Source: an optimization exercise on an open RTL-to-GDS flow (aim: small area). Production flows keep margins and buffers that such runs may drop.
At most, simulation tests tie the RTL to the original design; equivalence was not proved.
Function not checked in runs 2 to 4: the RTL went through the layout flow alone.

==> flow/design.v (outline; a module is shown in full before it is edited, if it fits) <==
// module fft: 1723 lines
// module fft_rca: 12 lines
// module fft_fa: 6 lines
module fft(clk,rst,fir_data,fir_valid,fft_data,fft_valid,freq,fft_fin);
  // ...
==> flow/run.sh <==
#!/bin/bash
# synth_recipe.tcl (not shown) runs the flow's synth.tcl, then flattens the netlist and writes it again
# the make line also repeats each setting of config.mk as NAME=value (left out here)
make -C /OpenROAD-flow-scripts/flow DESIGN_CONFIG=/design/flow/config.mk WORK_HOME=/design/flow/orfs CLKGATE_MAP_FILE= SYNTH_SCRIPT=/design/flow/synth_recipe.tcl finish
==> flow/config.mk <==
export PLATFORM = sky130hd
export DESIGN_NAME = fft
export DESIGN_NICKNAME = fft
export VERILOG_FILES = /design/flow/design.v
export SDC_FILE = /design/flow/constraint.sdc
export NUM_CORES = 4
export LEC_CHECK = 0
export CAP_MARGIN = 20
export CORE_MARGIN = 2
export CORE_UTILIZATION = 65
export PLACE_DENSITY = 0.75
export SLEW_MARGIN = 20
export SYNTH_HIERARCHICAL = 1
export SYNTH_MINIMUM_KEEP_SIZE = 0
==> flow/constraint.sdc <==
create_clock -name core_clock -period 12.0 [get_ports {clk}]
set_input_delay 2.4000 -clock core_clock [delete_from_list [all_inputs] [get_ports {clk}]]
set_output_delay 2.4000 -clock core_clock [all_outputs]
set_load 0.01 [all_outputs]
==> results.txt, run 1 <==
top sig layer met5; status finished clean; asr flop ratio synth 0; Synth area leader fa_1; # H-tree levels 2; tap cell count 688; Worst path slowest cell fa_2; fin crit share 0.977; cell depth of the worst setup path 29; core area 52900 um2; die height 236 um; Post-synth top flop dfxtp_1; Synthesis Warnings 12; synthesized-area fraction occupied by adder cells 0.365; worst hold stages 0; EDFF count, synth 0; Fmax 0.0853 GHz; max incr delay on CP 0.54 ns; mux cell area share after synthesis 0.0790; pin count of the biggest net entering global routing 122; maxcap violations 0; min-delay src f2r[1][19]$_DFF_P_; die width 236 um
==> run 2, diff against run 1 <==
--- a/flow/design.v
+++ b/flow/design.v
@@ -1098,22 +1098,24 @@
     ai = Fi; bi_ = Bir; ci = 1'b0;
   end else case (r2)
     2'd0: begin ar = F2i; br_ = ~F2r; cr = 1'b1; ai = Fi;    bi_ = 24'd0; ci = 1'b0; end
     2'd1: begin ar = Fr;  br_ = Fi;   cr = 1'b0; ai = Fi;    bi_ = ~Fr;   ci = 1'b1; end
     2'd2: begin ar = F2i; br_ = F2r;  cr = 1'b0; ai = 24'd0; bi_ = ~Fr;   ci = 1'b1; end
     default: begin ar = Fr; br_ = ~Fi; cr = 1'b1; ai = Fi;   bi_ = Fr;    ci = 1'b0; end
   endcase
 end
-wire [23:0] vr, vi, Dr, Di;
+wire [23:0] vr, Dr, Di;
+wire [23:8] vi;
 fft_rca #(24) u_vr (.a(ar), .b(br_), .ci(cr), .s(vr));
-fft_rca #(24) u_vi (.a(ai), .b(bi_), .ci(ci), .s(vi));
+fft_rcah #(24, 8) u_vi (.a(ai), .b(bi_), .ci(ci), .s(vi[23:8]));
 fft_rca #(24) u_dr (.a(Fr), .b(~Brr), .ci(1'b1), .s(Dr));
 fft_rca #(24) u_di (.a(Fi), .b(~Bir), .ci(1'b1), .s(Di));
-reg [23:0] vrr, vir, wx;
+reg [23:0] vrr, wx;
+reg [23:8] vir;
 always @(posedge clk) begin
   f2r[0] <= sel2 ? Dr : Brr;
   f2i[0] <= sel2 ? Di : Bir;
   for (i = 1; i < 4; i = i + 1) begin f2r[i] <= f2r[i-1]; f2i[i] <= f2i[i-1]; end
   vrr <= (~sel2 & ~r2[0]) ? (r2[1] ? Fi : Fr) : vr;
   vir <= vi;
   wx  <= vr;
 end
@@ -1689,53 +1691,69 @@
 reg  [15:0] f3r [0:1];
 reg  [15:0] f3i [0:1];
 wire [15:0] Gr = f3r[1];
 wire [15:0] Gi = f3i[1];
 wire sel3 = qs[1];
 wire rf   = ~qs[2] & qs[0];
 wire rr3  = rf & s2r[15];
 wire ri3  = rf & s2i[15];
+wire rot3 = (qs[1:0] == 2'd1);
 wire [15:0] u_r, u_i, d_r, d_i;
-fft_rca #(16) u_ur (.a(Gr), .b(s2r),  .ci(rr3),  .s(u_r));
-fft_rca #(16) u_ui (.a(Gi), .b(s2i),  .ci(ri3),  .s(u_i));
+fft_rca #(16) u_ur (.a(rot3 ? Gi : Gr), .b(s2r & {16{sel3}}),  .ci(rr3 & sel3),  .s(u_r));
+fft_rca #(16) u_ui (.a(rot3 ? Gr : Gi), .b(s2i & {16{sel3}}),  .ci(ri3 & sel3),  .s(u_i));
 fft_rca #(16) u_dr3 (.a(Gr), .b(~s2r), .ci(~rr3), .s(d_r));
 fft_rca #(16) u_di3 (.a(Gi), .b(~s2i), .ci(~ri3), .s(d_i));
-wire rot3 = (qs[1:0] == 2'd1);
 always @(posedge clk) begin
   f3r[0] <= sel3 ? d_r : s2r;
   f3i[0] <= sel3 ? d_i : s2i;
   f3r[1] <= f3r[0];
   f3i[1] <= f3i[0];
 end
-wire [15:0] yr = sel3 ? u_r : (rot3 ? Gi : Gr);
-wire [15:0] yi = sel3 ? u_i : (rot3 ? Gr : Gi);
+wire [15:0] yr = u_r;
+wire [15:0] yi = u_i;
 reg  [15:0] f4r, f4i;
 wire sel4 = qs[0];
 wire [15:0] ar4, sr4, ai4, si4;
-fft_rca #(16) u_ar4 (.a(f4r), .b(yr),  .ci(1'b0), .s(ar4));
+fft_rca #(16) u_ar4 (.a(f4r), .b(yr & {16{sel4}}),  .ci(1'b0), .s(ar4));
 fft_rca #(16) u_sr4 (.a(f4r), .b(~yr), .ci(1'b1), .s(sr4));
-fft_rca #(16) u_ai4 (.a(f4i), .b(yi),  .ci(1'b0), .s(ai4));
+fft_rca #(16) u_ai4 (.a(f4i), .b(yi & {16{sel4}}),  .ci(1'b0), .s(ai4));
 fft_rca #(16) u_si4 (.a(f4i), .b(~yi), .ci(1'b1), .s(si4));
 always @(posedge clk) begin
   f4r <= sel4 ? sr4 : yr;
   f4i <= sel4 ? (rot3 ? ai4 : si4) : yi;
 end
-assign fft_data = sel4 ? {ar4, (rot3 ? si4 : ai4)} : {f4r, f4i};
+assign fft_data = {ar4, (rot3 ? si4 : ai4)};
 endmodule
 module fft_rca #(parameter W = 16) (a, b, ci, s);
 input  [W-1:0] a;
 input  [W-1:0] b;
 input          ci;
 output [W-1:0] s;
 wire [W:0] c;
 assign c[0] = ci;
 genvar k;
 generate for (k = 0; k < W; k = k + 1) begin : g
   fft_fa u (.a(a[k]), .b(b[k]), .c(c[k]), .s(s[k]), .co(c[k+1]));
 end endgenerate
 endmodule
+module fft_rcah #(parameter W = 24, parameter L = 8) (a, b, ci, s);
+input  [W-1:0] a;
+input  [W-1:0] b;
+input          ci;
+output [W-1:L] s;
+wire [W:0] c;
+assign c[0] = ci;
+genvar k;
+generate for (k = 0; k < W; k = k + 1) begin : g
+  if (k < L) begin : lo
+    assign c[k+1] = (a[k] & b[k]) | (a[k] & c[k]) | (b[k] & c[k]);
+  end else begin : hi
+    fft_fa u (.a(a[k]), .b(b[k]), .c(c[k]), .s(s[k]), .co(c[k+1]));
+  end
+end endgenerate
+endmodule
 module fft_fa (a, b, c, s, co);
 input  a, b, c;
 output s, co;
 assign s  = a ^ b ^ c;
 assign co = (a & b) | (a & c) | (b & c);
 endmodule
==> flow/config.mk (replaced) <==
export PLATFORM = sky130hd
export DESIGN_NAME = fft
export DESIGN_NICKNAME = fft
export VERILOG_FILES = /design/flow/design.v
export SDC_FILE = /design/flow/constraint.sdc
export NUM_CORES = 4
export LEC_CHECK = 0
export CAP_MARGIN = 20
export CORE_MARGIN = 2
export CORE_UTILIZATION = 65
export CTS_BUF_LIST = sky130_fd_sc_hd__clkbuf_4
export PLACE_DENSITY = 0.75
export SLEW_MARGIN = 20
export SYNTH_HIERARCHICAL = 1
export SYNTH_MINIMUM_KEEP_SIZE = 0
==> results.txt, run 2 <==
status finished clean (unchanged); cell count of the worst reg-to-reg path 31 (was 32); share of cells above drive strength 1 0.165 (was 0.117); # H-tree levels 4 (was 2); multi-input logic area 21500 um2 (was 21900 um2); Post-synth top cells dfxtp_1 (583), fa_1 (576), inv_1 (276) (was fa_1 (584), dfxtp_1 (583), nand2_1 (314)); cts hold-fix bufs 0 (unchanged); IO Count 57 (unchanged); Core Util, Final 0.725 (was 0.730); die width 235 um (was 236 um); routability congestion estimate from global placement 0.970 (was 0.942); Largest register FFs 128 (unchanged); register-to-register setup slack 0.44 ns (was 0.40 ns); sum of negative setup slack 0 ns (unchanged); most common cell after layout, fill and taps aside dfxtp_1 (unchanged); fin worst setup slack 0.189 ns (was 0.279 ns); final setup violation count 0 (unchanged); vias in the first global route 24100 (was 23900); Syn Area/Cell 11.5 um2 (was 11.3 um2); Cell Rows 84 (unchanged); GRT Overall Usage 0.314 (was 0.302); area growth from synthesis to layout 10.4% (about the same); Clock Root Buffer clkbuf_4 (was clkbuf_16); Fmax 0.0847 GHz (was 0.0853 GHz); post-synthesis sequential area ratio 0.338 (was 0.334); Worst-path clk slew 0.07 ns (about the same); fin crit share 0.984 (was 0.977); Synth area leader dfxtp_1 (was fa_1); total CTS buffers 148 (was 58); crit path launch type register (unchanged); Critical R2R Capture vrr[23]$_DFF_P_ (unchanged); Synth area leaders dfxtp_1 (34%), fa_1 (33%), mux2_2 (4.9%), inv_1 (3.0%), ha_1 (2.9%) (was fa_1 (33%), dfxtp_1 (33%), mux2_2 (4.2%), mux2i_1 (3.7%), nand2_1 (3.4%)); most frequent cell after synthesis dfxtp_1 (was fa_1); detailed-route via count 22000 (was 21900); Initial DRC Count 1412 (was 1640); Post-synth top flop dfxtp_1 (unchanged); dpl hpwl 63900 um (was 62800 um); EDFF count, synth 0 (unchanged); maxcap violations 0 (unchanged); pre-CTS setup slack 0.0939 ns (was 0.0792 ns); CTS tree built (unchanged); Clock Sinks 583 (unchanged); cells after synthesis 3006 (was 3099); Largest Register f1 (unchanged); synthesized-area fraction occupied by adder cells 0.364 (was 0.365); worst skew pair latency 0.99 ns (was 0.61 ns); Reg area 11700 um2 (about the same); beginning of the critical path cnt[0]$_SDFFE_PP0P_ (unchanged); Post-Synth Simple-Gate Area 0.0788 (was 0.0775); mux cell area share after synthesis 0.0784 (was 0.0790); Tightest Pin Transition 1.21 ns (was 1.08 ns); GRT overflow 0 (unchanged); min-delay src f2r[0][23]$_DFF_P_ (was f2r[1][19]$_DFF_P_); worst hold stages 0 (unchanged); core area 52600 um2 (was 52900 um2); cell area after synthesis 34500 um2 (was 35000 um2); Filler cells 3744 (was 3678); crit path DAT 9.41 ns (was 9.32 ns); IO buf count 56 (unchanged); Post-Route WL 82000 um (was 80700 um); largest family of logic cells by synthesized area adder cells (unchanged); flops & latches, synth 583 (unchanged); DRC 0 (unchanged); clk_skew 0.0759 ns (was 0.0178 ns); Fin. Hold Viols 0 (unchanged); Die ar. 55000 um2 (was 55700 um2); vias per inst 5.57 (was 5.62); Detailed Routing Iterations Pass 1 5 (was 6); worst r2r src cnt[0]$_SDFFE_PP0P_ (was cnt[1]$_SDFFE_PP0P_); element type at the critical path end primary output (unchanged); top-area cell type share of the netlist area 0.338 (was 0.334); post-route ant nets 0 (unchanged); drt wl/cell 20.8 um (was 20.7 um); Compound-Gate Fraction of Synth Area 0.0657 (was 0.0717); Slew HR 0.195 (was 0.273); final net count 3821 (was 3840); pin count of the biggest net entering global routing 105 (was 122); most frequent cells in the layout dfxtp_1 (580), fa_1 (526), inv_1 (263) (was dfxtp_1 (581), fa_1 (549), nand2_1 (310)); hold worst-path end f2r[1][23]$_DFF_P_ (was f2r[2][19]$_DFF_P_); die height 235 um (was 236 um); post-route minimum period 11.81 ns (was 11.72 ns); first-pass GRT wire length 129000 um (was 130000 um); Synthesis Warnings 12 (unchanged); worst hold path class register to register (unchanged); WS Path Type register to primary output (unchanged); CTS Buffer Depth 3 (unchanged); post-synthesis cell type count 62 (was 52); biggest regs f1 x128, f2i x96, f2r x96 (unchanged); Max Transition Viols Final 0 (unchanged); critical path peak fanout 3 (unchanged); starting density of the core 0.657 (was 0.661); initial antenna violation count 2 (was 1); asr flop ratio synth 0 (unchanged); Worst Path Required 9.60 ns (about the same); xor/xnor share of the synthesized area 0.0281 (was 0.0271)
run 2: changes by cell type after synthesis, moves of 17 or more:
cell      before  now
o21ai_0      207  149
nand2_1      314  239
nor2b_1       27   10
o211ai_1      23    1
mux2i_1      128   99
a21oi_1       96   77
nor2_1       150  176
and2_1        55   88
mux2_2       129  151
o221ai_1       0   24
nand3_1        8   26
run 2: per-module statistics from Yosys, one instance, submodules excluded, a selection:
| module | cells | cell area (um2) | copies in the design |
|---|---|---|---|
| fft | 2417 | 22900 | 1 |
| fft_fa | 1 | 20.0 | 576 |
run 2: cells by family (layout without fill, tap and decap cells):
family / after synthesis / in the layout
buffers and inverters: 423 / 652
flip-flops: 583 / 583
other: 2 / 26
AND/OR/NAND/NOR: 603 / 603
AO/OA/AOI/OAI: 374 / 374
XOR/XNOR: 110 / 110
multiplexers: 251 / 251
adder cells (fa/ha/maj): 660 / 660
run 2: layer usage:
metal / global-route usage / vias to the layer above / wire [um]
li1: - / 10000 / -
met1: 0.361 / 11000 / 30700
met5: 0 / - / 0
met4: 0.191 / 0 / 4920
met2: 0.543 / 769 / 42000
met3: 0.0615 / 217 / 4490
run 2: critical path, cell delays in order (launching register included):
cell	delay, ns
dfxtp_4	0.38
ha_2	0.19
inv_2	0.04
ha_1	0.28
nor2b_4	0.15
buf_4	0.14
and2_1	0.16
fa_1	0.38
fa_2	0.38
fa_1	0.39
fa_1	0.40
fa_2	0.36
fa_2	0.35
fa_1	0.40
fa_2	0.37
fa_2	0.36
fa_2	0.37
fa_2	0.40
fa_2	0.36
fa_2	0.36
fa_1	0.48
inv_2	0.09
nor2_1	0.06
fa_1	0.42
fa_1	0.38
fa_1	0.55
clkdlybuf4s15_2	0.24
run 2: worst max-delay path by stage:
stage                            endpoint  slack [ns]  depth (start not counted)
after floorplan           vrr[23]$_DFF_P_        0.33                         33
after global placement       fft_data[15]        0.32                         26
after detailed placement     fft_data[15]        0.09                         26
after CTS                    fft_data[15]       0.007                         26
after global routing         fft_data[31]       -0.05                         26
final                        fft_data[31]        0.19                         26
run 2: layout make-up:
cell class                      instances  share of cell area
Inverter                              279              0.0276
Clock inverter                         50              0.0105
Tap cell                              688              0.0226
Multi-Input combinational cell       2020               0.565
Clock buffer                          209              0.0412
Antenna cell                            4            0.000263
Sequential cell                       583               0.306
Timing Repair Buffer                  114              0.0269
run 2: stage by stage:
stage / cell area [um2] / std cells / hold WS, ns
floorplan: 34600 / 3026 / 0.310
global placement: 35900 / 3680 / 0.310
detailed placement: 35900 / 3680 / 0.312
CTS: 38000 / 3942 / 0.261
global route: 38100 / 3946 / 0.282
finish: 38100 / 3947 / 0.267
run 2: repair_timing:
action,4_1_cts,5_1_grt
endpoints found under the hold margin,0,0
resized for setup,52,28
pin swaps,3,3
buffers inserted,3,1
endpoints found under the setup margin,6,5
==> run 3, diff against run 2 <==
--- a/flow/config.mk
+++ b/flow/config.mk
@@ -8,7 +8,9 @@
 export CAP_MARGIN = 20
 export CORE_MARGIN = 2
 export CORE_UTILIZATION = 65
-export CTS_BUF_LIST = sky130_fd_sc_hd__clkbuf_4
+export CTS_BUF_LIST = sky130_fd_sc_hd__clkbuf_8
+export CTS_CLUSTER_DIAMETER = 50
+export CTS_CLUSTER_SIZE = 16
 export PLACE_DENSITY = 0.75
 export SLEW_MARGIN = 20
 export SYNTH_HIERARCHICAL = 1
==> results.txt, run 3 <==
crit path launch type register (unchanged); Largest register FFs 128 (unchanged); drt wl/cell 21.2 um (was 20.8 um); routability congestion estimate from global placement 0.970 (unchanged); most frequent cell after synthesis dfxtp_1 (unchanged); final setup violation count 0 (unchanged); share of cells above drive strength 1 0.118 (was 0.165); Synth area leaders dfxtp_1 (34%), fa_1 (33%), mux2_2 (4.9%), inv_1 (3.0%), ha_1 (2.9%) (unchanged); Synthesis Warnings 12 (unchanged); Tightest Pin Transition 1.17 ns (was 1.21 ns); post-route minimum period 11.73 ns (was 11.81 ns); # H-tree levels 2 (was 4); final net count 3727 (was 3821); vias per inst 5.67 (was 5.57); Die ar. 55000 um2 (unchanged); Post-synth top flop dfxtp_1 (unchanged); Post-synth top cells dfxtp_1 (583), fa_1 (576), inv_1 (276) (unchanged); Clock Root Buffer clkbuf_8 (was clkbuf_4); starting density of the core 0.657 (unchanged); core area 52600 um2 (unchanged); diode count 0 (was 4); EDFF count, synth 0 (unchanged); Largest Register f1 (unchanged); total CTS buffers 54 (was 148); flops & latches, synth 583 (unchanged); Fin. Hold Viols 0 (unchanged); WS Path Type register to primary output (unchanged); Fmax 0.0852 GHz (was 0.0847 GHz); Initial DRC Count 1367 (was 1412); first-pass GRT wire length 127000 um (was 129000 um); CTS Buffer Depth 3 (unchanged); post-synthesis cell type count 62 (unchanged); worst hold path class register to register (unchanged); top-area cell type share of the netlist area 0.338 (unchanged); dpl hpwl 63900 um (unchanged); dpl cells 3680 (unchanged); maxcap violations 0 (unchanged); GRT Overall Usage 0.306 (was 0.314); GRT overflow 0 (unchanged); sum of negative setup slack 0 ns (unchanged); vias in the first global route 23200 (was 24100); die width 235 um (unchanged); worst skew pair latency 0.72 ns (was 0.99 ns); Filler cells 3801 (was 3744); Worst-path clk slew 0.11 ns (was 0.07 ns); IO buf count 56 (unchanged); Cell Rows 84 (unchanged); Synth area leader dfxtp_1 (unchanged); element type at the critical path end primary output (unchanged); fin crit share 0.978 (was 0.984); die height 235 um (unchanged); Max Transition Viols Final 0 (unchanged); asr flop ratio synth 0 (unchanged); RSZ-0062 raised after global routing no; CTS tree built (unchanged); critical path peak fanout 3 (unchanged); post-route ant nets 0 (unchanged); Clock Sinks 583 (unchanged); post-synthesis sequential area ratio 0.338 (unchanged); clk_skew 0.0613 ns (was 0.0759 ns); area growth from synthesis to layout 7.51% (was 10.4%); post-route insts no fill 3773 (was 3947); Syn Area/Cell 11.5 um2 (unchanged); most frequent cells in the layout dfxtp_1 (580), fa_1 (549), inv_1 (269) (was dfxtp_1 (580), fa_1 (526), inv_1 (263)); crit path DAT 9.33 ns (was 9.41 ns); cell area after synthesis 34500 um2 (unchanged); status finished clean (unchanged); cells after synthesis 3006 (unchanged); IO Count 57 (unchanged); detailed-route via count 21400 (was 22000); Worst Path Required 9.60 ns (about the same); Post-Route WL 80100 um (was 82000 um); DRC 0 (unchanged); most common cell after layout, fill and taps aside dfxtp_1 (unchanged); Detailed Routing Iterations Pass 1 7 (was 5); Slew HR 0.220 (was 0.195); pin count of the biggest net entering global routing 105 (unchanged); biggest regs f1 x128, f2i x96, f2r x96 (unchanged); initial antenna violation count 0 (was 2)
[run 3: cell counts after synthesis]
No cell type changed its count.
[run 3: metal layers]
metal,global-route usage,part of all wire,vias up
met2,0.536,0.51,675
met1,0.360,0.38,10800
met3,0.0480,0.050,237
met4,0.169,0.065,0
met5,0,0,-
li1,-,-,9688
[run 3: cell type report]
class                      instances  area (um2)  area share
multi-input combinational       2020       21500       0.578
sequential                       583       11700       0.315
clock inverter                    34         305     0.00822
timing repair buffer             114        1020      0.0275
inverter                         279        1050      0.0283
tap                              688         861      0.0232
clock buffer                      55         757      0.0204
[run 3: path summary, 6_finish.rpt]
kind / startpoint / to / slack (ns) / depth (start not counted)
max: cnt[0]$_SDFFE_PP0P_ / fft_data[15] / 0.27 / 25
min: f2r[0][17]$_DFF_P_ / f2r[1][17]$_DFF_P_ / 0.28 / 0
max reg2reg: cnt[0]$_SDFFE_PP0P_ / vrr[23]$_DFF_P_ / 0.38 / 34
min reg2reg: f2r[0][17]$_DFF_P_ / f2r[1][17]$_DFF_P_ / 0.28 / 0
[run 3: logic make-up (layout without fill, tap and decap cells)]
group | Yosys count | in the layout | share of synthesized area
other | 2 | 22 | 0.000217
and+or+nand+nor | 603 | 603 | 0.0788
DFF | 583 | 583 | 0.338
AOI/OAI and AO/OA | 374 | 374 | 0.0657
adders and majority gates | 660 | 660 | 0.364
xor gates and xnor gates | 110 | 110 | 0.0281
buffers and inverters | 423 | 482 | 0.0468
muxes | 251 | 251 | 0.0784
[run 3: per-module statistics from Yosys (local to each module, per instance), excerpt]
module | area [um2] | cells | times used
fft | 22900 | 2417 | 1
fft_fa | 20.0 | 1 | 576
[run 3: timing repair]
item,CTS,global route
setup buffers,3,1
gates resized for setup,16,37
cloned,0,0
setup endpoints to repair,4,5
hold buffers,0,0
pin swaps,0,3
[run 3: worst max-delay path, stage by stage (launching register included)]
cell and delay, ns:
dfxtp_4 0.38, ha_1 0.19, inv_2 0.05, ha_1 0.28
nor2b_4 0.15, and2_1 0.16, fa_1 0.45, fa_2 0.56
inv_2 0.05, fa_1 0.40, fa_2 0.37, fa_2 0.36
fa_1 0.39, fa_2 0.36, fa_2 0.36, fa_1 0.39
fa_2 0.36, fa_1 0.39, fa_1 0.39, fa_1 0.40
fa_1 0.40, fa_1 0.40, fa_2 0.36, fa_1 0.45
mux2_2 0.27, dlygate4sd2_1 0.28
[run 3: stage by stage]
stage | setup WS (ns) | hold WS [ns] | instance area, um2 | utilization
detailed placement | 0.0939 | 0.312 | 35900 | 0.684
floorplan | 0.325 | 0.310 | 34600 | -
global placement | 0.319 | 0.310 | 35900 | 0.684
CTS | 0.00148 | 0.283 | 37100 | 0.705
finish | 0.269 | 0.281 | 37100 | 0.707
global route | 0.0193 | 0.293 | 37100 | 0.707
==> run 4, diff against run 3 <==
--- a/flow/config.mk
+++ b/flow/config.mk
@@ -8,9 +8,7 @@
 export CAP_MARGIN = 20
 export CORE_MARGIN = 2
 export CORE_UTILIZATION = 65
-export CTS_BUF_LIST = sky130_fd_sc_hd__clkbuf_8
-export CTS_CLUSTER_DIAMETER = 50
-export CTS_CLUSTER_SIZE = 16
+export CTS_BUF_LIST = sky130_fd_sc_hd__clkbuf_4 sky130_fd_sc_hd__clkbuf_8 sky130_fd_sc_hd__clkbuf_16
 export PLACE_DENSITY = 0.75
 export SLEW_MARGIN = 20
 export SYNTH_HIERARCHICAL = 1
==> results.txt, run 4 <==
cts hold-fix bufs 0 (unchanged); Synthesis Warnings 12 (unchanged); max incr delay on CP 0.58 ns (was 0.56 ns); status finished clean (unchanged); Synth area leaders dfxtp_1 (34%), fa_1 (33%), mux2_2 (4.9%), inv_1 (3.0%), ha_1 (2.9%) (unchanged); core area 52600 um2 (unchanged); crit path DAT 9.48 ns (was 9.33 ns); Filler cells 3643 (was 3801); WS Path Type register to primary output (unchanged); element type at the critical path end primary output (unchanged); DP Area 35900 um2 (unchanged); cell area after synthesis 34500 um2 (unchanged); Reg area 11700 um2 (unchanged); Clock Root Buffer clkbuf_16 (was clkbuf_8); biggest regs f1 x128, f2i x96, f2r x96 (unchanged); Cell Rows 84 (unchanged); CTS tree built (unchanged); top-area cell type share of the netlist area 0.338 (unchanged); Post-synth top flop dfxtp_1 (unchanged); Fin. Hold Viols 0 (unchanged); final setup violation count 0 (unchanged); starting density of the core 0.657 (unchanged); CTS Buffer Depth 3 (unchanged); GRT Overall Usage 0.311 (was 0.306); post-route ant nets 0 (unchanged); EDFF count, synth 0 (unchanged); routability congestion estimate from global placement 0.970 (unchanged); die width 235 um (unchanged); routed wl met2 41600 um (was 40800 um); Detailed Routing Iterations Pass 1 5 (was 7); register-to-register setup slack 0.31 ns (was 0.38 ns); share of cells above drive strength 1 0.116 (was 0.118); crit path buf inv count 4 (was 3); Largest register FFs 128 (unchanged); diode count 0 (unchanged); post-synthesis cell type count 62 (unchanged); GRT overflow 0 (unchanged); worst hold path class register to register (unchanged); area growth from synthesis to layout 10.4% (was 7.51%); total CTS buffers 57 (was 54); Post-Route WL 81700 um (was 80100 um); Met3 Routed Length 4100 um (was 3990 um); top sig layer met4 (unchanged); cell depth of the worst setup path 26 (was 25); Worst path slowest cell fa_1 (was fa_2); maxcap violations 0 (unchanged); post-synthesis sequential area ratio 0.338 (unchanged); cell count of the worst reg-to-reg path 31 (was 34); Slew HR 0.197 (was 0.220); Clock Sinks 583 (unchanged); vias per inst 5.66 (was 5.67); multi-input logic area 21400 um2 (was 21500 um2); IO buf count 56 (unchanged); Worst-path clk slew 0.06 ns (was 0.11 ns); # H-tree levels 2 (unchanged); cells after synthesis 3006 (unchanged); post-route cell area 38100 um2 (was 37100 um2); DRC 0 (unchanged); drt wl/cell 21.5 um (was 21.2 um); worst r2r src cnt[1]$_SDFFE_PP0P_ (was cnt[0]$_SDFFE_PP0P_); RSZ-0062 raised after global routing yes (was no); worst hold margin 0.292 ns (was 0.281 ns); beginning of the critical path cnt[0]$_SDFFE_PP0P_ (unchanged); initial antenna violation count 0 (unchanged); WL met1 30600 um (was 30100 um); Crit path max-delay family adder cells (unchanged); vias in the first global route 23400 (was 23200); clk_skew 0.0362 ns (was 0.0613 ns); pin count of the biggest net entering global routing 105 (unchanged); fin crit share 0.990 (was 0.978); most common cell after layout, fill and taps aside dfxtp_1 (unchanged); crit path launch type register (unchanged); Synth area leader dfxtp_1 (unchanged); Max Transition Viols Final 0 (unchanged); Critical R2R Capture vrr[23]$_DFF_P_ (unchanged); post-route minimum period 11.88 ns (was 11.73 ns); Fmax 0.0842 GHz (was 0.0852 GHz); Post-synth top cells dfxtp_1 (583), fa_1 (576), inv_1 (276) (unchanged); first-pass GRT wire length 129000 um (was 127000 um); cell mode on critical path fa_1 (unchanged); asr flop ratio synth 0 (unchanged); critical path peak fanout 3 (unchanged); crit path to fft_data[31] (was fft_data[15]); detailed-route via count 21500 (was 21400); flops & latches, synth 583 (unchanged); worst skew pair latency 0.64 ns (was 0.72 ns); Largest Register f1 (unchanged); most frequent cell after synthesis dfxtp_1 (unchanged); dpl hpwl 63900 um (unchanged); final net count 3730 (was 3727); Syn Area/Cell 11.5 um2 (unchanged); die height 235 um (unchanged); IO Count 57 (unchanged); Worst Path Required 9.60 ns (about the same); min-delay src f2r[1][20]$_DFF_P_ (was f2r[0][17]$_DFF_P_); Die ar. 55000 um2 (unchanged); most frequent cells in the layout dfxtp_1 (580), fa_1 (565), inv_1 (274) (was dfxtp_1 (580), fa_1 (549), inv_1 (269)); Initial DRC Count 1522 (was 1367); Tightest Pin Transition 1.20 ns (was 1.17 ns)
-- run 4: area by class of cell --
| type | count | share of cell area |
|---|---|---|
| Tap cell | 688 | 0.0226 |
| Clock inverter | 36 | 0.0129 |
| Inverter | 279 | 0.0276 |
| Sequential cell | 583 | 0.306 |
| Clock buffer | 72 | 0.0424 |
| Timing Repair Buffer | 114 | 0.0269 |
| Multi-Input combinational cell | 2020 | 0.561 |
-- run 4: metrics by stage --
step                setup TNS (ns)   util  instances  setup slack (ns)
finish                           0  0.726       3792             0.119
global route                -0.278  0.726       3792            -0.140
CTS                              0  0.725       3790           0.00731
detailed placement               0  0.684       3680            0.0939
global placement                 0  0.684       3680             0.319
floorplan                        0      -       3026             0.325
-- run 4: kinds of logic after synthesis --
group / share of synthesized area
fa+ha+maj: 0.364
simple gates: 0.0788
flops: 0.338
buf+inv: 0.0468
compound gates: 0.0657
mux: 0.0784
xor+xnor: 0.0281
other cells: 0.000217
-- run 4: how the worst min path moves through the flow --
stage / cells after the start / end / slack (ns)
floorplan: 0 / f1[1][0]$_DFF_P_ / 0.31
global placement: 0 / f3r[1][3]$_DFF_P_ / 0.31
detailed placement: 0 / f1[2][3]$_DFF_P_ / 0.31
CTS: 0 / f2r[2][20]$_DFF_P_ / 0.29
global route: 0 / f2r[1][17]$_DFF_P_ / 0.30
finish: 0 / f2r[2][20]$_DFF_P_ / 0.29
-- run 4: timing repair --
| item | 4_1_cts | 5_1_grt |
|---|---|---|
| buffers inserted | 2 | 2 |
| endpoints found under the setup margin | 4 | 5 |
| gates resized for setup | 19 | 8 |
| pin swaps | 0 | 2 |
-- run 4: worst register-to-register path, delay by kind of cell (launching register included) --
| family | cells | cell delay (ns) |
|---|---|---|
| AO/OA/AOI/OAI | 1 | 0.09 |
| adder cells (fa/ha/maj) | 26 | 10.37 |
| AND/OR/NAND/NOR | 2 | 0.19 |
| buffers and inverters | 1 | 0.20 |
| multiplexers | 1 | 0.37 |
| flip-flops | 1 | 0.37 |
-- run 4: modules after synthesis, one instance, submodules excluded, excerpt --
| module | times used | area, um2 | flops+latches | cells inside |
|---|---|---|---|---|
| fft_fa | 576 | 20.0 | 0 | 1 |
| fft | 1 | 22900 | 583 | 2417 |
-- run 4: per-layer routing --
| layer | vias up | GRT usage |
|---|---|---|
| met1 | 10800 | 0.365 |
| met2 | 695 | 0.543 |
| met3 | 237 | 0.0477 |
| met4 | 0 | 0.180 |
| met5 | - | 0 |
| li1 | 9717 | - |

## port drivers added, routing unchanged
No port has a modelled driver above. Below, the same layouts with a new extraction and two added sets of constraints.
Step 1: set_driving_cell puts a clkbuf_16 on clk and a buf_2 on each other input, an assumption about the parent block.
Step 2 adds t to the input delays and takes it off the output delays; t is the mean of the earliest and latest rising clock arrival at the registers after step 1. Input paths then give back, and output paths get back, about the clock's delay inside the block.
Three values: ideal, step 1, step 2; two values: the first two.
run | t (ns) | slack for setup (ns) | latest minus earliest clock arrival (ns) | worst slew at a driven data input, ns | cell pins on the clock port's net
run 1 | 0.665 | 0.279 / 0.218 / 0.399 | 0.021 / 0.020 | 0.04 | 1
run 2 | 1.007 | 0.189 / 0.127 / 0.435 | 0.089 / 0.090 | 0.07 | 1
run 3 | 0.746 | 0.269 / 0.214 / 0.385 | 0.061 / 0.061 | 0.07 | 1
run 4 | 0.676 | 0.119 / 0.063 / 0.311 | 0.039 / 0.040 | 0.07 | 1
After both steps every run listed still meets setup and hold.
